What follows belongs to an exercise in optimizing a design on an open flow for small area; a production flow would make more cautious choices.
RTL that was checked went through simulation tests only; none was proved equivalent to the original.
Only the layout flow was run in run 5; the RTL was not checked for function there.
Power and IR drop assume default switching activity.

===== flow/config.mk =====
export PLATFORM = sky130hd
export DESIGN_NAME = CPU
export DESIGN_NICKNAME = CPU
export VERILOG_FILES = /design/flow/design.v
export SDC_FILE = /design/flow/constraint.sdc
export NUM_CORES = 4
export LEC_CHECK = 0
export CAP_MARGIN = 10
export CORE_MARGIN = 2
export CORE_UTILIZATION = 58
export PLACE_DENSITY = 0.72
export SLEW_MARGIN = 10

===== flow/constraint.sdc =====
create_clock -name core_clock -period 20.0 [get_ports {clk}]
set_input_delay 4.0000 -clock core_clock [delete_from_list [all_inputs] [get_ports {clk}]]
set_output_delay 4.0000 -clock core_clock [all_outputs]
set_load 0.01 [all_outputs]

===== flow/design.v =====
module CPU (
	input  logic        clk, rst,
	input  logic [31:0] Instr,
	input  logic [31:0] ReadData,
	output logic [31:0] WriteData,
	output logic        MemWrite,
	output logic [31:0] PC,
	output logic [31:0] ALUResult,
	output logic [31:0] Result
);
	logic        started;
	logic [3:0]  flags;             
	logic [31:0] rf [0:14];         
	logic [3:0] cond, rn, rd, rm;
	logic [1:0] op;
	logic [5:0] funct;
	assign cond  = Instr[31:28];
	assign op    = Instr[27:26];
	assign funct = Instr[25:20];
	assign rn    = Instr[19:16];
	assign rd    = Instr[15:12];
	assign rm    = Instr[3:0];
	logic fV, fC, fN, fZ, condex;
	assign {fV, fC, fN, fZ} = flags;
	always_comb begin
		case (cond)
			4'b0000: condex = fZ;
			4'b0001: condex = ~fZ;
			4'b0010: condex = fC;
			4'b0011: condex = ~fC;
			4'b0100: condex = fN;
			4'b0101: condex = ~fN;
			4'b0110: condex = fV;
			4'b0111: condex = ~fV;
			4'b1000: condex = ~fZ & fC;
			4'b1001: condex = fZ | ~fC;
			4'b1010: condex = ~(fN ^ fV);
			4'b1011: condex = fN ^ fV;
			4'b1100: condex = ~fZ & ~(fN ^ fV);
			4'b1101: condex = fZ | (fN ^ fV);
			4'b1110: condex = 1'b1;
			default: condex = 1'b0;
		endcase
	end
	logic is_dp, is_ls, is_br;
	logic c_add, c_sub, c_and, c_orr, c_cmp;
	logic do_sub, do_log;
	logic regw, memw, memtoreg, alusrc, str;
	logic fw_vc, fw_nz;
	assign is_dp = (op == 2'b00);
	assign is_ls = (op == 2'b01);
	assign is_br = (op == 2'b10);
	assign c_add = (funct[4:1] == 4'b0100);
	assign c_sub = (funct[4:1] == 4'b0010);
	assign c_and = (funct[4:1] == 4'b0000);
	assign c_orr = (funct[4:1] == 4'b1100);
	assign c_cmp = (funct[4:1] == 4'b1010);
	assign do_sub   = is_dp & (c_sub | c_cmp);
	assign do_log   = is_dp & (c_and | c_orr);
	assign str      = is_ls & ~funct[0];
	assign regw     = is_dp | (is_ls & funct[0]);
	assign memw     = str;
	assign memtoreg = is_ls & funct[0];
	assign alusrc   = (is_dp & funct[5]) | is_ls | is_br;
	assign fw_vc    = is_dp & ((funct[0] & (c_add | c_sub | c_and | c_orr)) | c_cmp);
	assign fw_nz    = is_dp & ((funct[0] & (c_add | c_sub)) | c_cmp);
	logic [31:0] pc8;
	logic [31:3] inc;
	logic [32:3] ic;
	always_comb begin
		ic[3] = 1'b1;
		for (int i = 3; i < 32; i++) begin
			inc[i]  = PC[i] ^ ic[i];
			ic[i+1] = PC[i] & ic[i];
		end
	end
	assign pc8 = {inc, PC[2:0]};
	logic [3:0]  ra1, ra2;
	logic [31:0] rd1, rd2;
	assign ra1 = is_br ? 4'd15 : rn;
	assign ra2 = str ? rd : rm;
	logic [15:0] sel1, sel2;
	always_comb begin
		for (int i = 0; i < 16; i++) begin
			sel1[i] = (ra1 == i[3:0]);
			sel2[i] = (ra2 == i[3:0]);
		end
	end
	logic [31:0] q1 [0:5];
	logic [31:0] q2 [0:5];
	always_comb begin
		for (int k = 0; k < 5; k++) begin
			q1[k] = ~(({32{sel1[3*k]}} & rf[3*k]) | ({32{sel1[3*k+1]}} & rf[3*k+1]) | ({32{sel1[3*k+2]}} & rf[3*k+2]));
			q2[k] = ~(({32{sel2[3*k]}} & rf[3*k]) | ({32{sel2[3*k+1]}} & rf[3*k+1]) | ({32{sel2[3*k+2]}} & rf[3*k+2]));
		end
		q1[5] = ~({32{sel1[15]}} & pc8);
		q2[5] = ~({32{sel2[15]}} & pc8);
	end
	assign rd1 = ~(q1[0] & q1[1] & q1[2] & q1[3] & q1[4] & q1[5]);
	assign rd2 = ~(q2[0] & q2[1] & q2[2] & q2[3] & q2[4] & q2[5]);
	assign WriteData = rd2;
	logic [31:0] imm, srcb, bx, sum, alu;
	logic        cout, v_add;
	always_comb begin
		if (is_br)      imm = {{6{Instr[23]}}, Instr[23:0], 2'b00};
		else if (is_ls) imm = {20'd0, Instr[11:0]};
		else            imm = {24'd0, Instr[7:0]};
	end
	assign srcb = alusrc ? imm : rd2;
	assign bx   = srcb ^ {32{do_sub}};
	localparam int K = 4;
	logic [32:0] c;
	logic [31:0] p, g;
	assign p = rd1 ^ bx;
	assign g = rd1 & bx;
	always_comb begin
		c[0] = do_sub;
		for (int i = 0; i < K; i++) begin
			sum[i]  = rd1[i] ^ bx[i] ^ c[i];
			c[i+1]  = (rd1[i] & bx[i]) | (rd1[i] & c[i]) | (bx[i] & c[i]);
		end
		for (int i = K; i < 32; i += 2) begin
			sum[i]   = p[i] ^ c[i];
			sum[i+1] = p[i+1] ^ (g[i] | (p[i] & c[i]));
			c[i+1]   = g[i] | (p[i] & c[i]);
			c[i+2]   = g[i+1] | (p[i+1] & g[i]) | (p[i+1] & p[i] & c[i]);
		end
	end
	assign cout = c[32];
	assign v_add = (rd1[31] == bx[31]) & (sum[31] != rd1[31]);
	logic s_sum, s_and, s_orr;
	assign s_sum = ~rst & ~do_log;
	assign s_and = ~rst & do_log & ~funct[4];
	assign s_orr = ~rst & do_log & funct[4];
	assign alu = ({32{s_sum}} & sum) | ({32{s_and}} & (rd1 & srcb)) | ({32{s_orr}} & (rd1 | srcb));
	assign ALUResult = alu;
	logic nV, nC, nN, nZ;
	assign nZ = (alu == 32'd0);
	assign nN = alu[31];
	assign nC = ~do_log & (cout ^ do_sub);
	assign nV = ~do_log & v_add;
	logic pcsrc, regwrite;
	assign Result   = (memtoreg & ~rst) ? ReadData : alu;
	assign MemWrite = memw & condex;
	assign regwrite = regw & condex;
	assign pcsrc    = (((rd == 4'd15) & regw & ~(is_dp & c_cmp)) | is_br) & condex;
	logic go, s_res, s_seq;
	assign go    = started & ~rst;
	assign s_res = go & pcsrc;
	assign s_seq = go & ~pcsrc;
	always_ff @(posedge clk) begin
		started <= ~rst;
		PC[31:3] <= ({29{s_res}} & Result[31:3]) | ({29{s_seq & PC[2]}} & inc) | ({29{s_seq & ~PC[2]}} & PC[31:3]);
		PC[2:0]  <= ({3{s_res}} & Result[2:0]) | ({3{s_seq}} & {~PC[2], PC[1:0]});
	end
	always_ff @(posedge clk) begin
		if (rst) flags <= 4'd0;
		else begin
			if (fw_vc & condex) flags[3:2] <= {nV, nC};
			if (fw_nz & condex) flags[1:0] <= {nN, nZ};
		end
	end
	logic [31:0] wd;
	assign wd = Result;    
	always_ff @(posedge clk) begin
		for (int i = 0; i < 15; i++)
			if (rst | (regwrite & (rd == i[3:0])))
				rf[i] <= wd;
	end
endmodule

===== flow/flow/run.sh =====
#!/bin/bash
# Own layout flow: the standard ORFS flow (standard.sh) with
#  - an area-oriented ABC mapping script (no buffering or gate upsizing in ABC),
#  - minimum-size port buffers,
#  - a clock tree without dummy loads and with larger sink clusters,
set -euo pipefail
W=$PWD
rm -rf "$W/scripts_own"
cp -r "$FLOW_HOME/scripts" "$W/scripts_own"
cp "$W/flow/abc.script" "$W/scripts_own/abc_speed.script"
bash "$W/standard.sh" \
  SCRIPTS_DIR="$W/scripts_own" \
  BUFFER_PORTS_ARGS="-buffer_cell sky130_fd_sc_hd__buf_1" \
  CTS_ARGS="-sink_clustering_enable -repair_clock_nets -dont_use_dummy_load -buf_list {sky130_fd_sc_hd__clkbuf_4 sky130_fd_sc_hd__clkbuf_8} -sink_clustering_size 17 -sink_clustering_max_diameter 80" \
  finish > "$W/orfs_make.log" 2>&1

===== flow/flow/abc.script =====
&get -n
&st
&dch -f
&nf -p -R 1000 -F 8 -A 8
&put
&get -n
&st
&dch -f
&nf -p -R 1000
&put
topo

===== flow/standard.sh =====
#!/bin/bash
# synth_recipe.tcl (not shown) runs the flow's synth.tcl, then flattens the netlist and writes it again
# the make line also repeats each setting of config.mk as NAME=value (left out here)
make -C /OpenROAD-flow-scripts/flow DESIGN_CONFIG=/design/flow/config.mk WORK_HOME=/design/flow/orfs CLKGATE_MAP_FILE= SYNTH_SCRIPT=/design/flow/synth_recipe.tcl "${@:-finish}"

==> results of run 1 <==
-- layer usage --
| metal | wire [microns] | global-route usage | vias up |
|---|---|---|---|
| li1 | - | - | 8232 |
| met1 | 30700 | 0.564 | 9719 |
| met2 | 39400 | 0.610 | 2233 |
| met3 | 15800 | 0.129 | 460 |
| met4 | 6780 | 0.247 | 6 |
| met5 | 39 | 0 | - |
-- cell type report --
cell class,instances,area [sq um],area share
Multi-Input combinational cell,1163,8940,0.332
Antenna cell,3,7.51,0.000279
Clock buffer,37,509,0.0189
Inverter,59,221,0.00824
Tap cell,532,666,0.0248
Timing Repair Buffer,282,1390,0.0517
Sequential cell,517,15200,0.564
-- placed cells by master, fill, tap and decap left out, types with 19 or more instances in the layout --
| cell | synthesis | final |
|---|---|---|
| a222oi_1 | 320 | 320 |
| a21oi_1 | 68 | 68 |
| xnor2_1 | 41 | 41 |
| nand4_1 | 40 | 40 |
| buf_1 | 0 | 194 |
| clkinv_1 | 59 | 59 |
| clkbuf_8 | 0 | 37 |
| edfxtp_1 | 480 | 480 |
| o21ai_0 | 60 | 48 |
| ha_1 | 55 | 55 |
| nand2_1 | 196 | 193 |
| and4_1 | 20 | 20 |
| and3_1 | 19 | 19 |
| nor2_4 | 0 | 25 |
| nand3_1 | 41 | 40 |
| a22oi_1 | 38 | 38 |
| nor2_1 | 93 | 59 |
| buf_4 | 1 | 88 |
| dfxtp_1 | 37 | 37 |
-- state kept, by name, indices dropped and copies added (netlist names) --
name	flops
PC	32
started	1
rf	480
flags	4
-- power by group through the flow --
stage,sequential [mW],combinational [mW],clock [mW]
4_1_cts,1.68,0.739,0.493
3_3_place_gp,1.69,0.715,0
2_1_floorplan,1.66,0.426,0
3_5_place_dp,1.70,0.736,0
6_report,1.69,0.767,0.499
5_1_grt,1.71,0.812,0.530
-- stage by stage --
stage          instance area (sq um)   util  total power [mW]  hold WS [ns]  worst slack [ns]
4_1_cts                        26900  0.659              2.91         0.467             0.427
3_5_place_dp                   26300  0.647              2.44         0.454             0.469
5_1_grt                        26900  0.660              3.05         0.477            0.0922
3_3_place_gp                   26300  0.647              2.40         0.443             0.814
2_1_floorplan                  23900      -              2.09         0.478              1.54
6_report                       26900  0.660              2.96         0.466              1.03
-- path summary, 6_finish.rpt --
path / start / endpoint / slack [ns] / depth (start not counted)
worst max-delay path: Instr[26] / Result[30] / 1.03 / 46
worst min-delay path: PC[26]$_DFF_P_ / PC[26]$_DFF_P_ / 0.47 / 2
worst max register to register: rf[1][0]$_DFFE_PP_ / flags[0]$_SDFFE_PP0P_ / 8.58 / 43
worst min register to register: PC[26]$_DFF_P_ / PC[26]$_DFF_P_ / 0.47 / 2
-- kinds of logic after synthesis --
group                    after synthesis  share of synthesized area
AO/OA/AOI/OAI                        550                      0.193
XOR/XNOR                              50                     0.0183
adder cells (fa/ha/maj)               72                     0.0430
buffers and inverters                 60                    0.00957
flip-flops                           517                      0.634
multiplexers                          23                     0.0105
AND/OR/NAND/NOR                      468                     0.0920
-- worst max-delay path: cells and delay by family --
family                   cells  cell delay [ns]
AND/OR/NAND/NOR             17             2.60
XOR/XNOR                     1             0.19
adder cells (fa/ha/maj)      4             1.23
AO/OA/AOI/OAI               18             5.66
buffers and inverters        5             0.91
multiplexers                 1             0.34
-- what timing repair did --
action	in CTS	in global routing
setup endpoints to repair	0	7
gates resized for setup	0	6
setup buffers	0	0
-- cell usage after synthesis, types with 10 or more instances --
master | count | area [sq um]
nand3_1 | 41 | 205
mux2_1 | 17 | 191
xnor2_1 | 41 | 359
and4_1 | 20 | 175
nor2_1 | 93 | 349
o21ai_0 | 60 | 300
dfxtp_1 | 37 | 741
nand2_1 | 196 | 736
nand4_1 | 40 | 250
and3_1 | 19 | 119
edfxtp_1 | 480 | 14400
a21oi_1 | 68 | 340
and2_0 | 12 | 75.1
fa_1 | 17 | 340
a222oi_1 | 320 | 3200
nor3_1 | 10 | 50.1
a22oi_1 | 38 | 285
clkinv_1 | 59 | 221
a211oi_1 | 14 | 105
ha_1 | 55 | 688
a22o_1 | 12 | 105
==> impl_metrics.toml, run 1 <==
[timing]
max-slew-margin-rel = 0.134
drv_slew = 0
finalCritPeriodShare = 0.949
layout_min_cycle_time_ns = 18.97
rsz0062_at_grt = "no"
hold_viol = 0
tightestPinTransition_ns = 1.30
setup_viol = 0
timing.fmax_mhz = 52.7
skew_ns = 0.0626
fin_tns_setup_ns = 0

[synth]
async_reset_ff_frac = 0
synth_edf_count = 480
syn_area_per_cell_sq_um = 13.7
ys_seq_area_frac = 0.634
ys_seq_elements = 517
syn_area_sq_um = 23900
synthFlopType = "edfxtp_1"
yosys_warnings = 4
synthesis.instances = 1740
syn_nets = 1878
yosysUniqueCellTypes = 45

[clocking]
cts_max_level = 2
cts_tree = "done"
cts_hold_buf = 0
clockBufferDepth = 3
clock_latency_ns = 0.67
clkSinkCount = 517
clockRootBuffer = "clkbuf_8"
clkTransAtPathRegs_ns = 0.09
cts_made_buffers = 37

[power]
pwr-share-seq = 0.572
clkPwrFrac = 0.169
peakVddDrop_mv = 0.0744
p_leak_nw = 9.09
swShare = 0.344
combPwrFrac = 0.259
internal_power_mw = 1.94
powerDensity_nw_per_um2 = 110
power_switching_mw = 1.02

[routing]
wirelength_mm = 92.7
ant_nets = 0
via_per_inst = 7.96
drtIter0Drc = 6139
num_vias = 20700
dr.pass1.iters = 12
wl_per_cell_microns = 35.7
drc_errors = 0

[setup_path]
critPathSlowestCell = "fa_1"
critPathMaxFanout = 19
crit_path_end_kind = "output port"
cpPeakStageDelay_ns = 0.48
cp_common_cell = "nor2_1"
critPathKind = "input port to output port"
arrival_ns = 14.97
required_ns = 16.00
startpoint_type = "input port"

[floorplan]
num_rows = 74
ioPinCount = 195
die_h_microns = 207
design.die.area_sq_um = 42900
coreArea_sq_um = 40700
start_util = 0.587
die_x_microns = 207

[status]
outcome = "complete, no violations"

[flow_run]
drv_cap = 0

[finish]
syn2layout_area_growth_pct = 12.4
fillers = 3080
nets = 2198
instances_no_fill = 2593
layout-drive-gt1-share = 0.0884

[placement]
portBuffers = 194
post-place-cells = 2553
gp_congestion = 1.00
dp_hpwl_mm = 60.2

[global_route]
gr-total-overflow = 0
track_usage = 0.421
grt_max_degree = 35
grt_first_pass_wirelength_mm = 131
antenna_found_initial = 5
grt_pass1_vias = 19800

[worst_hold_path]
hold_class = "flop to flop"
==> run 2, diff against run 1 <==
==> flow/flow/abc.script (replaced) <==
&get -n
&st
&dch -f
&nf -p -R 1000 -F 8 -A 8 -E 50
&put
&get -n
&st
&dch -f
&nf -p -R 1000 -E 50
&put
topo
==> impl_metrics.toml, run 2 <==
[synth]
synth.top_cell.area_share = 0.604
synth_top_area_cell = "edfxtp_1"
synth_edf_count = 480
synthAdderAreaFrac = 0.0431
synth_most_common_cell = "edfxtp_1"
synth_mux_area_frac = 0.0103
ys_seq_elements = 517
synthesis.instances = 1707
synth_top_family_by_area = "compound AO/OA/AOI/OAI gates"
synth_common_cells = "edfxtp_1 (480), a222oi_1 (346), nand2_1 (116)"
ys_seq_area_frac = 0.635
synthSimpleGateAreaFrac = 0.0793
yosysUniqueCellTypes = 49
syn_nets = 1845
synth.area.top_cells = "edfxtp_1 (60%), a222oi_1 (15%), dfxtp_1 (3.1%)"
syn_area_per_cell_sq_um = 14.0
synth_compound_area_frac = 0.200
yosys_warnings = 4
syn_area_sq_um = 23900
synthFlopType = "edfxtp_1"
async_reset_ff_frac = 0
synth-xor-area-share = 0.0176

[floorplan]
die_x_microns = 207
coreArea_sq_um = 40700
die_h_microns = 207
start_util = 0.586
num_rows = 74
design.die.area_sq_um = 42800
ioPinCount = 195

[setup_path]
critPathKind = "input port to output port"
arrival_ns = 14.94
cp_common_cell = "nor2_1"
critPathSlowestCell = "a311oi_4"
critPathMaxFanout = 15
crit_path_end_kind = "output port"
startpoint_type = "input port"
cpPeakStageDelay_ns = 0.48
required_ns = 16.00

[placement]
portBuffers = 194
gp_congestion = 1.00
dp_hpwl_mm = 57.8
dp_slack_ns = -0.101
post-place-cells = 2500

[finish]
layout_common_cells = "edfxtp_1 (480), a222oi_1 (346), buf_1 (194)"
nets = 2145
num_antenna_cells = 0
syn2layout_area_growth_pct = 11.7
multi_input_area_sq_um = 8750
largestRegisters = "rf (480), PC (32), flags (4)"
layout-drive-gt1-share = 0.0818
instances_no_fill = 2537
final_common_cell = "edfxtp_1"
fillers = 3043
seq_area_sq_um = 15200
final_util = 0.655
regMostFlops = "rf"
largest_register_ffs = 480

[global_route]
grt_max_degree = 40
gr-total-overflow = 0
track_usage = 0.427
grt_first_pass_wirelength_mm = 130
antenna_found_initial = 3
grt_pass1_vias = 19500

[clocking]
clockRootBuffer = "clkbuf_8"
clock_latency_ns = 0.67
cts_tree = "done"
cts_max_level = 2
clockBufferDepth = 3
clkTransAtPathRegs_ns = 0.11
clkSinkCount = 517
cts_hold_buf = 0
cts_made_buffers = 36

[power]
peakVddDrop_mv = 0.0944
powerDensity_nw_per_um2 = 110
total_power_mw = 2.94
p_leak_nw = 8.85

[routing]
ant_nets = 0
wl_met1_mm = 30.3
wl_per_cell_microns = 36.2
dr.pass1.iters = 14
via_per_inst = 8.05
drc_errors = 0
wl_met3_mm = 15.8
dr_wl_met2_mm = 39.4
drtIter0Drc = 5918
num_vias = 20400
dr.max_layer_used = "met5"
wirelength_mm = 91.8

[timing]
setup_slack_ns = 1.06
rsz0062_at_grt = "no"
hold_viol = 0
setup_viol = 0
skew_ns = 0.0477
finalCritPeriodShare = 0.947
tightestPinTransition_ns = 1.36
max-slew-margin-rel = 0.0919
drv_slew = 0
timing.fmax_mhz = 52.8
layout_min_cycle_time_ns = 18.94

[worst_hold_path]
hold_class = "flop to flop"

[flow_run]
drv_cap = 0

[status]
outcome = "complete, no violations"
==> run 2: critical path: cells and delay by family <==
family | cells | cell delay, ns
mux | 1 | 0.40
fa+ha+maj | 4 | 1.12
buf+inv | 3 | 0.51
compound gates | 18 | 5.98
simple gates | 18 | 2.73
xor+xnor | 1 | 0.16
==> run 2: final cells by class <==
type	instances	area share
sequential	517	0.568
multi-input combinational	1097	0.328
timing repair buffer	263	0.0472
tap	532	0.0250
clock buffer	36	0.0186
inverter	92	0.0130
==> run 2: path summary, 6_finish.rpt <==
kind / start / endpoint / slack [ns] / cells past startpoint
worst max-delay path: Instr[26] / Result[31] / 1.06 / 45
worst min-delay path: flags[3]$_SDFFE_PP0P_ / flags[3]$_SDFFE_PP0P_ / 0.52 / 2
worst max register to register: rf[3][0]$_DFFE_PP_ / PC[31]$_DFF_P_ / 9.92 / 41
worst min register to register: flags[3]$_SDFFE_PP0P_ / flags[3]$_SDFFE_PP0P_ / 0.52 / 2
==> run 2: metrics by stage <==
stage / cell area (sq um) / hold slack, ns / TNS [ns]
after floorplan: 23900 / 0.456 / 0
after global placement: 26100 / 0.499 / 0
after detailed placement: 26100 / 0.506 / -0.143
after CTS: 26600 / 0.523 / 0
after global routing: 26700 / 0.546 / 0
final: 26700 / 0.520 / 0
==> run 2: power by group <==
part / total (mW) / switching, mW / internal, mW
Combinational: 0.757 / 0.538 / 0.219
Clock: 0.493 / 0.330 / 0.163
Sequential: 1.69 / 0.145 / 1.54
==> run 2: kinds of logic after synthesis <==
kind of cell | count (synthesis)
compound gates | 560
xor+xnor | 48
fa+ha+maj | 72
buf+inv | 93
flops | 517
mux | 23
simple gates | 394
==> run 2: layer usage <==
metal,up-vias,global-route usage
li1,8129,-
met1,9685,0.557
met2,2203,0.632
met3,410,0.140
met4,2,0.238
met5,-,0
==> run 2: repair_timing <==
item	CTS	global route
gates resized for setup	1	6
buffers inserted	0	0
endpoints found under the setup margin	2	11
hold endpoints to repair	0	0
==> run 3, diff against run 2 <==
==> flow/flow/abc.script (replaced) <==
&get -n
&st
&dch -f
&nf -p -R 1000 -F 8 -A 8 -E 100
&put
&get -n
&st
&dch -f
&nf -p -R 1000 -E 100
&put
topo
==> impl_metrics.toml, run 3 <==
[finish]
syn2layout_area_growth_pct = 12.1
nets = 2136
layout_common_cells = "edfxtp_1 (480), a222oi_1 (346), buf_1 (194)"
largest_register_ffs = 480
final_common_cell = "edfxtp_1"
layout-drive-gt1-share = 0.0887
largestRegisters = "rf (480), PC (32), flags (4)"
instances_no_fill = 2530
regMostFlops = "rf"

[power]
p_leak_nw = 8.85
swShare = 0.347
power_switching_mw = 1.03
peakVddDrop_mv = 0.0701
combPwrFrac = 0.261
pwr-share-seq = 0.570
internal_power_mw = 1.94
clkPwrFrac = 0.170
powerDensity_nw_per_um2 = 111

[clocking]
ctsResizeCount = 1
cts_setup_buffers = 0
clockBufferDepth = 3
clockRootBuffer = "clkbuf_8"
clkSinkCount = 517
clock_latency_ns = 0.66
cts_hold_buf = 0
cts_max_level = 2
cts_tree = "done"
clkTransAtPathRegs_ns = 0.09
cts_made_buffers = 37

[setup_path]
critPathKind = "input port to output port"
critPathMaxFanout = 20
required_ns = 16.00
worstSetupStartpoint = "Instr[26]"
critPathSlowestCell = "a222oi_1"
reg2reg_setup_slack_ns = 9.75
startpoint_type = "input port"
critical_path.top_delay_family = "compound AO/OA/AOI/OAI gates"
cp_common_cell = "nor2_1"
cpPeakStageDelay_ns = 0.51
critPathBufInv = 3
crit_path_end_kind = "output port"
arrival_ns = 15.08
reg2reg_from = "rf[10][1]$_DFFE_PP_"

[synth]
synth_top_area_cell = "edfxtp_1"
syn_nets = 1826
synthFlopType = "edfxtp_1"
synth_most_common_cell = "edfxtp_1"
async_reset_ff_frac = 0
synth_common_cells = "edfxtp_1 (480), a222oi_1 (346), nand2_1 (111)"
synthesis.instances = 1688
yosysUniqueCellTypes = 45
yosys_warnings = 4
ys_seq_area_frac = 0.636
synth.top_cell.area_share = 0.604
synth.area.top_cells = "edfxtp_1 (60%), a222oi_1 (15%), dfxtp_1 (3.1%)"
synth_edf_count = 480
syn_area_per_cell_sq_um = 14.1
syn_area_sq_um = 23800
ys_seq_elements = 517

[floorplan]
design.die.area_sq_um = 42700
die_x_microns = 207
coreArea_sq_um = 40700
num_rows = 74
ioPinCount = 195
start_util = 0.585
die_h_microns = 207

[routing]
ant_nets = 0
via_per_inst = 8.22
drc_errors = 0
drtIter0Drc = 6678
wl_per_cell_microns = 37.8
num_vias = 20800
dr.pass1.iters = 12
wirelength_mm = 95.6

[timing]
rsz0062_at_grt = "no"
tightestPinTransition_ns = 1.28
finalCritPeriodShare = 0.954
timing.fmax_mhz = 52.4
hold_viol = 0
skew_ns = 0.0502
setup_viol = 0
drv_slew = 0
setup_slack_ns = 0.918
max-slew-margin-rel = 0.143
layout_min_cycle_time_ns = 19.08

[worst_hold_path]
hold_class = "flop to flop"
hold_start = "flags[3]$_SDFFE_PP0P_"

[placement]
portBuffers = 194
dp_slack_ns = -0.0558
post-place-cells = 2490
dp_hpwl_mm = 58.5
gp_congestion = 0.947

[global_route]
gr-total-overflow = 0
grt_pass1_vias = 19500
track_usage = 0.444
grt_max_degree = 39
grt_first_pass_wirelength_mm = 133
antenna_found_initial = 2

[flow_run]
drv_cap = 0

[status]
outcome = "complete, no violations"
==> run 3: changes by cell type in the layout (fill, tap and decap cells not counted), sizes merged, moves of 4 or more <==
cell,change
nor2,-13
buf,+9
clkinv,-7
xnor2,+7
a21oi,+6
o21ai,-6
xor2,-6
mux2,+5
nand2,-5
nand3,-4
==> run 3: final cells by class <==
| class | count | area, sq um |
|---|---|---|
| Timing Repair Buffer | 272 | 1330 |
| Antenna cell | 2 | 5.00 |
| Inverter | 85 | 319 |
| Clock buffer | 37 | 509 |
| Tap cell | 532 | 666 |
| Fill cell | 3032 | 14000 |
| Multi-Input combinational cell | 1085 | 8740 |
| Sequential cell | 517 | 15200 |
==> run 3: final timing paths <==
| path | cells past startpoint | to |
|---|---|---|
| min | 2 | flags[3]$_SDFFE_PP0P_ |
| min reg2reg | 2 | flags[3]$_SDFFE_PP0P_ |
| max reg2reg | 39 | flags[0]$_SDFFE_PP0P_ |
| max | 41 | Result[30] |
==> run 3: tightest hold or removal path: cells and delay by family (launching register included) <==
kind | cells | cell delay [ns]
AO/OA/AOI/OAI | 1 | 0.05
buffers and inverters | 1 | 0.06
flip-flops | 1 | 0.36
==> run 3: metrics by stage <==
stage               power (mW)  setup TNS (ns)  hold slack (ns)  cell area (sq um)   util
floorplan                 2.08               0            0.456              23800      -
global placement          2.41               0            0.483              26200  0.642
detailed placement        2.43         -0.0558            0.492              26200  0.642
CTS                       2.91               0            0.505              26700  0.655
global route              3.06               0            0.527              26700  0.656
finish                    2.97               0            0.517              26700  0.656
==> run 3: cell families after synthesis <==
kind of cell             count (synthesis)  share of synthesized area
AND/OR/NAND/NOR                        382                     0.0784
flip-flops                             517                      0.636
AO/OA/AOI/OAI                          554                      0.199
multiplexers                            28                     0.0127
XOR/XNOR                                49                     0.0180
adder cells (fa/ha/maj)                 72                     0.0431
buffers and inverters                   86                     0.0137
==> run 3: power groups by stage <==
stage	Clock (mW)	Sequential, mW	Combinational (mW)
floorplan	0	1.66	0.420
global placement	0	1.69	0.718
detailed placement	0	1.70	0.732
global route	0.532	1.71	0.817
finish	0.503	1.69	0.774
CTS	0.496	1.68	0.737
==> run 3: routing by layer <==
layer  wire, microns  global-route usage
met1           31800               0.611
met2           38100               0.605
met3           19300               0.172
met4            6430               0.245
met5              13             0.00691
==> run 4, diff against run 3 <==
==> flow/flow/abc.script (replaced) <==
&get -n
&st
&dch -f
&nf -p -R 1000 -F 8 -A 8
&put
&get -n
&st
&dch -f
&nf -p -R 1000
&put
topo
--- a/flow/config.mk
+++ b/flow/config.mk
@@ -5,8 +5,8 @@
 export SDC_FILE = /design/flow/constraint.sdc
 export NUM_CORES = 4
 export LEC_CHECK = 0
-export CAP_MARGIN = 10
+export CAP_MARGIN = 5
 export CORE_MARGIN = 2
 export CORE_UTILIZATION = 58
 export PLACE_DENSITY = 0.72
-export SLEW_MARGIN = 10
+export SLEW_MARGIN = 5
==> impl_metrics.toml, run 4 <==
[floorplan]
coreArea_sq_um = 40700
die_x_microns = 207
die_h_microns = 207
num_rows = 74
ioPinCount = 195
design.die.area_sq_um = 42900
start_util = 0.587

[synth]
synth-xor-area-share = 0.0183
synth.top_cell.area_share = 0.603
ys_seq_elements = 517
syn_area_per_cell_sq_um = 13.7
synthesis.instances = 1740
yosys_warnings = 4
syn_area_sq_um = 23900
synthSimpleGateAreaFrac = 0.0920
synth_most_common_cell = "edfxtp_1"
async_reset_ff_frac = 0
ys_seq_area_frac = 0.634
synthAdderAreaFrac = 0.0430
syn_nets = 1878
yosysUniqueCellTypes = 45
synth_mux_area_frac = 0.0105
synth_common_cells = "edfxtp_1 (480), a222oi_1 (320), nand2_1 (196)"
synth.area.top_cells = "edfxtp_1 (60%), a222oi_1 (13%), dfxtp_1 (3.1%)"
synth_compound_area_frac = 0.193
synth_top_family_by_area = "compound AO/OA/AOI/OAI gates"
synth_top_area_cell = "edfxtp_1"
synth_edf_count = 480
synthFlopType = "edfxtp_1"

[routing]
wl_per_cell_microns = 35.7
wirelength_mm = 92.7
via_per_inst = 7.96
drtIter0Drc = 6139
drc_errors = 0
num_vias = 20700
dr.pass1.iters = 12
ant_nets = 0

[power]
peakVddDrop_mv = 0.0744
clkPwrFrac = 0.169
power_switching_mw = 1.02
powerDensity_nw_per_um2 = 110
p_leak_nw = 9.09
internal_power_mw = 1.94
swShare = 0.344
combPwrFrac = 0.259
pwr-share-seq = 0.572

[clocking]
clockBufferDepth = 3
cts_setup_buffers = 0
cts_tree = "done"
clock_latency_ns = 0.67
clkTransAtPathRegs_ns = 0.09
cts_made_buffers = 37
clkSinkCount = 517
cts_max_level = 2
cts_hold_buf = 0
ctsResizeCount = 0
clockRootBuffer = "clkbuf_8"

[placement]
portBuffers = 194
post-place-cells = 2553
gp_congestion = 1.00
dp_hpwl_mm = 60.2

[setup_path]
startpoint_type = "input port"
required_ns = 16.00
critPathSlowestCell = "fa_1"
arrival_ns = 14.97
critPathKind = "input port to output port"
cpPeakStageDelay_ns = 0.48
path_depth = 46
critical_path.top_delay_family = "compound AO/OA/AOI/OAI gates"
crit_path_end_kind = "output port"
r2r_cells = 43
critPathMaxFanout = 19
cp_common_cell = "nor2_1"
critPathBufInv = 5

[finish]
layout-drive-gt1-share = 0.0884
largest_register_ffs = 480
instances_no_fill = 2593
syn2layout_area_growth_pct = 12.4
largestRegisters = "rf (480), PC (32), flags (4)"
fillers = 3080
layout_common_cells = "edfxtp_1 (480), a222oi_1 (320), buf_1 (194)"
nets = 2198
regMostFlops = "rf"
final_common_cell = "edfxtp_1"

[timing]
max-slew-margin-rel = 0.134
finalCritPeriodShare = 0.949
hold_viol = 0
setup_viol = 0
skew_ns = 0.0626
layout_min_cycle_time_ns = 18.97
drv_slew = 0
tightestPinTransition_ns = 1.30
rsz0062_at_grt = "no"
timing.fmax_mhz = 52.7
fin_tns_setup_ns = 0

[status]
outcome = "complete, no violations"

[global_route]
grt_max_degree = 35
antenna_found_initial = 5
track_usage = 0.421
gr-total-overflow = 0
grt_pass1_vias = 19800
grt_first_pass_wirelength_mm = 131

[flow_run]
drv_cap = 0

[worst_hold_path]
min_path_cells = 2
hold_class = "flop to flop"
==> run 4: cell types whose count changed in the layout (fill, tap and decap cells not counted), moves of 10 or more <==
cell      previous run  this run
nor2_4              35        25
a222oi_1           346       320
nand4_1             17        40
nand3_1             57        40
buf_4               77        88
a21oi_1             79        68
nand2_1            101       193
a22oi_1             18        38
clkinv_1            85        59
and3_1              47        19
nor2_1              46        59
==> run 4: area by class of cell <==
type | count | area (sq um) | share of cell area
diodes | 3 | 7.51 | 0.000279
clock buffers | 37 | 509 | 0.0189
inverters | 59 | 221 | 0.00824
multi-input cells | 1163 | 8940 | 0.332
flip-flops and latches | 517 | 15200 | 0.564
well taps | 532 | 666 | 0.0248
repair buffers | 282 | 1390 | 0.0517
==> run 4: power groups by stage <==
stage / logic (mW) / clock network (mW) / registers (mW)
2_1_floorplan: 0.426 / 0 / 1.66
3_3_place_gp: 0.715 / 0 / 1.69
3_5_place_dp: 0.736 / 0 / 1.70
4_1_cts: 0.739 / 0.493 / 1.68
5_1_grt: 0.812 / 0.530 / 1.71
6_report: 0.767 / 0.499 / 1.69
==> run 4: routing by layer <==
metal / up-vias / share of wire / global-route usage
met4: 6 / 0.073 / 0.247
li1: 8232 / - / -
met2: 2233 / 0.42 / 0.610
met3: 460 / 0.17 / 0.129
met5: - / 0.00042 / 0
met1: 9719 / 0.33 / 0.564
==> run 4: per-stage QoR <==
step           utilization  setup slack, ns  total power [mW]  hold slack (ns)  instance area (sq um)
5_1_grt              0.660           0.0922              3.05            0.477                  26900
3_3_place_gp         0.647            0.814              2.40            0.443                  26300
4_1_cts              0.659            0.427              2.91            0.467                  26900
3_5_place_dp         0.647            0.469              2.44            0.454                  26300
2_1_floorplan            -             1.54              2.09            0.478                  23900
6_report             0.660             1.03              2.96            0.466                  26900
==> run 4: tightest hold or removal path: stages (launching register included) <==
cell     delay [ns]
dfxtp_1        0.34
nand2_1        0.06
nand2_1        0.04
==> run 4: path summary, 6_finish.rpt <==
| path | startpoint | endpoint | slack [ns] |
|---|---|---|---|
| min | PC[26]$_DFF_P_ | PC[26]$_DFF_P_ | 0.47 |
| max reg2reg | rf[1][0]$_DFFE_PP_ | flags[0]$_SDFFE_PP0P_ | 8.58 |
| max | Instr[26] | Result[30] | 1.03 |
| min reg2reg | PC[26]$_DFF_P_ | PC[26]$_DFF_P_ | 0.47 |
==> run 4: cells by family after synthesis <==
logic type,count (synthesis)
multiplexers,23
AND/OR/NAND/NOR,468
flip-flops,517
adder cells (fa/ha/maj),72
buffers and inverters,60
AO/OA/AOI/OAI,550
XOR/XNOR,50
==> run 5, diff against run 4 <==
--- a/flow/design.v
+++ b/flow/design.v
@@ -64,7 +64,7 @@
 	assign alusrc   = (is_dp & funct[5]) | is_ls | is_br;
 	assign fw_vc    = is_dp & ((funct[0] & (c_add | c_sub | c_and | c_orr)) | c_cmp);
 	assign fw_nz    = is_dp & ((funct[0] & (c_add | c_sub)) | c_cmp);
-	logic [31:0] pc8;
+	logic [31:0] pc4, pc8;
 	logic [31:3] inc;
 	logic [32:3] ic;
 	always_comb begin
@@ -75,29 +75,19 @@
 		end
 	end
 	assign pc8 = {inc, PC[2:0]};
+	assign pc4 = {PC[2] ? inc : PC[31:3], ~PC[2], PC[1:0]};
 	logic [3:0]  ra1, ra2;
 	logic [31:0] rd1, rd2;
 	assign ra1 = is_br ? 4'd15 : rn;
 	assign ra2 = str ? rd : rm;
-	logic [15:0] sel1, sel2;
 	always_comb begin
-		for (int i = 0; i < 16; i++) begin
-			sel1[i] = (ra1 == i[3:0]);
-			sel2[i] = (ra2 == i[3:0]);
+		rd1 = (ra1 == 4'd15) ? pc8 : 32'd0;
+		rd2 = (ra2 == 4'd15) ? pc8 : 32'd0;
+		for (int i = 0; i < 15; i++) begin
+			rd1 = rd1 | ({32{ra1 == i[3:0]}} & rf[i]);
+			rd2 = rd2 | ({32{ra2 == i[3:0]}} & rf[i]);
 		end
 	end
-	logic [31:0] q1 [0:5];
-	logic [31:0] q2 [0:5];
-	always_comb begin
-		for (int k = 0; k < 5; k++) begin
-			q1[k] = ~(({32{sel1[3*k]}} & rf[3*k]) | ({32{sel1[3*k+1]}} & rf[3*k+1]) | ({32{sel1[3*k+2]}} & rf[3*k+2]));
-			q2[k] = ~(({32{sel2[3*k]}} & rf[3*k]) | ({32{sel2[3*k+1]}} & rf[3*k+1]) | ({32{sel2[3*k+2]}} & rf[3*k+2]));
-		end
-		q1[5] = ~({32{sel1[15]}} & pc8);
-		q2[5] = ~({32{sel2[15]}} & pc8);
-	end
-	assign rd1 = ~(q1[0] & q1[1] & q1[2] & q1[3] & q1[4] & q1[5]);
-	assign rd2 = ~(q2[0] & q2[1] & q2[2] & q2[3] & q2[4] & q2[5]);
 	assign WriteData = rd2;
 	logic [31:0] imm, srcb, bx, sum, alu;
 	logic        cout, v_add;
@@ -108,7 +98,7 @@
 	end
 	assign srcb = alusrc ? imm : rd2;
 	assign bx   = srcb ^ {32{do_sub}};
-	localparam int K = 4;
+	localparam int K = 12;
 	logic [32:0] c;
 	logic [31:0] p, g;
 	assign p = rd1 ^ bx;
@@ -128,11 +118,10 @@
 	end
 	assign cout = c[32];
 	assign v_add = (rd1[31] == bx[31]) & (sum[31] != rd1[31]);
-	logic s_sum, s_and, s_orr;
-	assign s_sum = ~rst & ~do_log;
-	assign s_and = ~rst & do_log & ~funct[4];
-	assign s_orr = ~rst & do_log & funct[4];
-	assign alu = ({32{s_sum}} & sum) | ({32{s_and}} & (rd1 & srcb)) | ({32{s_orr}} & (rd1 | srcb));
+	always_comb begin
+		if (do_log) alu = funct[4] ? (rd1 | srcb) : (rd1 & srcb);
+		else        alu = sum;
+	end
 	assign ALUResult = alu;
 	logic nV, nC, nN, nZ;
 	assign nZ = (alu == 32'd0);
@@ -140,18 +129,13 @@
 	assign nC = ~do_log & (cout ^ do_sub);
 	assign nV = ~do_log & v_add;
 	logic pcsrc, regwrite;
-	assign Result   = (memtoreg & ~rst) ? ReadData : alu;
+	assign Result   = memtoreg ? ReadData : alu;
 	assign MemWrite = memw & condex;
 	assign regwrite = regw & condex;
 	assign pcsrc    = (((rd == 4'd15) & regw & ~(is_dp & c_cmp)) | is_br) & condex;
-	logic go, s_res, s_seq;
-	assign go    = started & ~rst;
-	assign s_res = go & pcsrc;
-	assign s_seq = go & ~pcsrc;
 	always_ff @(posedge clk) begin
 		started <= ~rst;
-		PC[31:3] <= ({29{s_res}} & Result[31:3]) | ({29{s_seq & PC[2]}} & inc) | ({29{s_seq & ~PC[2]}} & PC[31:3]);
-		PC[2:0]  <= ({3{s_res}} & Result[2:0]) | ({3{s_seq}} & {~PC[2], PC[1:0]});
+		PC <= (pcsrc ? Result : pc4) & {32{started & ~rst}};
 	end
 	always_ff @(posedge clk) begin
 		if (rst) flags <= 4'd0;
@@ -161,7 +145,7 @@
 		end
 	end
 	logic [31:0] wd;
-	assign wd = Result;    
+	assign wd = Result & {32{~rst}};
 	always_ff @(posedge clk) begin
 		for (int i = 0; i < 15; i++)
 			if (rst | (regwrite & (rd == i[3:0])))
==> flow/flow/run.sh (replaced) <==
#!/bin/bash
# Own layout flow: the standard ORFS flow, with an area-oriented ABC mapping
# script (no buffering or gate upsizing in ABC) and minimum-size port buffers.
set -euo pipefail
W=$PWD
rm -rf "$W/scripts_own"
cp -r "$FLOW_HOME/scripts" "$W/scripts_own"
cp "$W/flow/abc.script" "$W/scripts_own/abc_speed.script"
bash "$W/standard.sh" \
  SCRIPTS_DIR="$W/scripts_own" \
  BUFFER_PORTS_ARGS="-buffer_cell sky130_fd_sc_hd__buf_1" \
  finish > "$W/orfs_make.log" 2>&1
==> flow/config.mk (replaced) <==
export PLATFORM = sky130hd
export DESIGN_NAME = CPU
export DESIGN_NICKNAME = CPU
export VERILOG_FILES = /design/flow/design.v
export SDC_FILE = /design/flow/constraint.sdc
export NUM_CORES = 4
export LEC_CHECK = 0
export CAP_MARGIN = 20
export CORE_MARGIN = 2
export CORE_UTILIZATION = 40
export SLEW_MARGIN = 20
==> impl_metrics.toml, run 5 <==
[floorplan]
die_h_microns = 250
coreArea_sq_um = 60100
ioPinCount = 195
start_util = 0.403
design.die.area_sq_um = 62600
die_x_microns = 250
num_rows = 90

[synth]
syn_area_sq_um = 24300
syn_nets = 1952
synthFlopType = "edfxtp_1"
async_reset_ff_frac = 0
yosysUniqueCellTypes = 43
synth_edf_count = 480
synth_top_area_cell = "edfxtp_1"
synthesis.instances = 1818
synth.area.top_cells = "edfxtp_1 (59%), a222oi_1 (9.1%), a22oi_1 (3.7%)"
synth_most_common_cell = "edfxtp_1"
yosys_warnings = 2
syn_area_per_cell_sq_um = 13.3
synth_common_cells = "edfxtp_1 (480), a222oi_1 (221), nand2_1 (185)"
ys_seq_elements = 517
synth.top_cell.area_share = 0.594
ys_seq_area_frac = 0.625

[setup_path]
critPathSlowestCell = "fa_2"
r2r_end = "flags[0]$_SDFFE_PP0P_"
cpPeakStageDelay_ns = 0.57
crit_end = "Result[30]"
arrival_ns = 15.43
reg2reg_from = "rf[0][0]$_DFFE_PP_"
crit_path_end_kind = "output port"
worstSetupStartpoint = "Instr[26]"
startpoint_type = "input port"
critPathMaxFanout = 5
cp_common_cell = "fa_2"
r2r_cells = 48
reg2reg_setup_slack_ns = 8.27
required_ns = 16.00
critPathKind = "input port to output port"

[routing]
drc_errors = 0
num_vias = 21500
via_per_inst = 7.06
wl_per_cell_microns = 35.1
ant_nets = 0
dr.pass1.iters = 10
wirelength_mm = 107
drtIter0Drc = 5119

[finish]
syn2layout_area_growth_pct = 21.0
largestRegisters = "rf (480), PC (32), flags (4)"
layout_common_cells = "edfxtp_1 (480), a222oi_1 (221), buf_1 (193)"
final_common_cell = "edfxtp_1"
regMostFlops = "rf"
largest_register_ffs = 480
layout-drive-gt1-share = 0.139
instances_no_fill = 3045
nets = 2350

[global_route]
grt_first_pass_wirelength_mm = 148
grt_pass1_vias = 20800
grt_max_degree = 35
gr-total-overflow = 0
track_usage = 0.330
antenna_found_initial = 2

[power]
power_switching_mw = 1.16
clkPwrFrac = 0.295
peakVddDrop_mv = 0.0691
pwr-share-seq = 0.459
internal_power_mw = 2.37
p_leak_nw = 10.3
powerDensity_nw_per_um2 = 120
swShare = 0.329
combPwrFrac = 0.247

[timing]
drv_slew = 0
skew_ns = 0.0154
fin_tns_setup_ns = 0
max-slew-margin-rel = 0.325
tightestPinTransition_ns = 1.01
setup_viol = 0
timing.fmax_mhz = 51.5
finalCritPeriodShare = 0.971
layout_min_cycle_time_ns = 19.43
hold_viol = 0
rsz0062_at_grt = "no"

[clocking]
clock_latency_ns = 0.62
clockRootBuffer = "clkbuf_16"
clkSinkCount = 517
cts_hold_buf = 0
clkTransAtPathRegs_ns = 0.06
cts_tree = "done"
cts_max_level = 2
clockBufferDepth = 3
cts_made_buffers = 55

[placement]
portBuffers = 194
post-place-cells = 2938
dp_hpwl_mm = 66.1
gp_congestion = 0.981

[worst_hold_path]
hold_class = "flop to flop"

[status]
outcome = "complete, no violations"

[flow_run]
drv_cap = 0
run 5: cell types whose count changed in the layout (fill, tap and decap cells not counted), sizes merged, moves of 16 or more:
cell and delta:
clkbuf +46, buf +59, maj3 +16, o21ai -25
nor2 +34, a222oi -99, nand3 +36, a22oi +80
a221oi +56
run 5: repair_timing:
item                                    CTS  global route
endpoints found under the setup margin    8            10
gates resized for setup                   9            16
buffers inserted                          1             2
pin swaps                                 2             6
gates cloned                              0             0
run 5: worst max-delay path: cells and delay by family:
family	cells	cell delay [ns]
fa+ha+maj	12	5.39
buf+inv	7	1.11
simple gates	15	1.71
compound gates	14	2.84
mux	2	0.33
run 5: per-stage QoR:
stage	cell area, sq um	setup slack, ns	hold WS, ns	util	total power, mW
after CTS	29300	0.0692	0.528	0.487	3.51
after floorplan	24300	0.00285	0.464	-	2.05
after detailed placement	27400	-0.337	0.518	0.456	2.48
final	29400	0.575	0.538	0.488	3.54
after global placement	27400	-0.231	0.497	0.456	2.46
after global routing	29400	0.000460	0.584	0.488	3.65
run 5: how the worst min path moves through the flow:
stage                                     start  slack, ns                    end  cells past startpoint
after floorplan           flags[3]$_SDFFE_PP0P_       0.46  flags[3]$_SDFFE_PP0P_                      2
after global placement    flags[3]$_SDFFE_PP0P_       0.50  flags[3]$_SDFFE_PP0P_                      2
after detailed placement         PC[31]$_DFF_P_       0.52         PC[31]$_DFF_P_                      2
after CTS                        PC[31]$_DFF_P_       0.53         PC[31]$_DFF_P_                      2
after global routing             PC[31]$_DFF_P_       0.58         PC[31]$_DFF_P_                      2
final                            PC[31]$_DFF_P_       0.54         PC[31]$_DFF_P_                      2
run 5: area by class of cell:
type | instances | area (sq um)
diodes | 1 | 2.50
clock buffers | 82 | 1580
clock inverters | 21 | 245
fillers | 5310 | 30800
inverters | 59 | 221
multi-input cells | 1241 | 9310
flip-flops and latches | 517 | 15200
well taps | 782 | 978
repair buffers | 342 | 1870
run 5: cell families after synthesis:
logic type	Yosys count	share of synthesized area
muxes	29	0.0126
AOI/OAI and AO/OA	586	0.196
DFF	517	0.625
xor gates and xnor gates	47	0.0170
buffers and inverters	60	0.00944
adders and majority gates	84	0.0482
and+or+nand+nor	495	0.0923
run 5: metal layers:
layer | vias to the layer above | track usage | wire length (microns)
met5 | - | 0 | 13
met4 | 2 | 0.169 | 5860
met3 | 376 | 0.0955 | 16000
met2 | 1976 | 0.498 | 46600
met1 | 10500 | 0.435 | 38500
li1 | 8606 | - | -
run 5: power by group through the flow:
stage / registers (mW) / clock network [mW] / logic (mW)
after global placement: 1.62 / 0 / 0.838
after detailed placement: 1.63 / 0 / 0.850
after global routing: 1.64 / 1.08 / 0.932
after CTS: 1.61 / 1.05 / 0.856
after floorplan: 1.59 / 0 / 0.463
final: 1.62 / 1.04 / 0.872

## separate check: timing with driven ports
In the flow no input, the clock included, has a driving cell. The finished layouts below were timed again as built, in two steps. Step 1 assumes that a clkbuf_16 drives the clock port and a buf_2 every other input. Step 2 adds t to the input delays and takes it off the output delays; t is the mean of the earliest and latest rising clock arrival at the registers after step 1. Input paths then give back, and output paths get back, about the clock's delay inside the block. Slacks: ideal ports / drivers / drivers and shift; pairs: ideal ports / drivers.
| run | t (ns) | setup slack, ns | worst setup path after step 2 | worst data-port slew with drivers (ns) |
|---|---|---|---|---|
| run 1 | 0.690 | 1.026 / 0.945 / 0.945 | input to output | 0.09 |
| run 2 | 0.704 | 1.064 / 1.037 / 1.037 | input to output | 0.07 |
| run 3 | 0.692 | 0.918 / 0.887 / 0.887 | input to output | 0.07 |
| run 4 | 0.690 | 1.026 / 0.945 / 0.945 | input to output | 0.09 |
| run 5 | 0.669 | 0.575 / 0.550 / 0.550 | input to output | 0.07 |
After both steps every run listed still meets setup and hold.
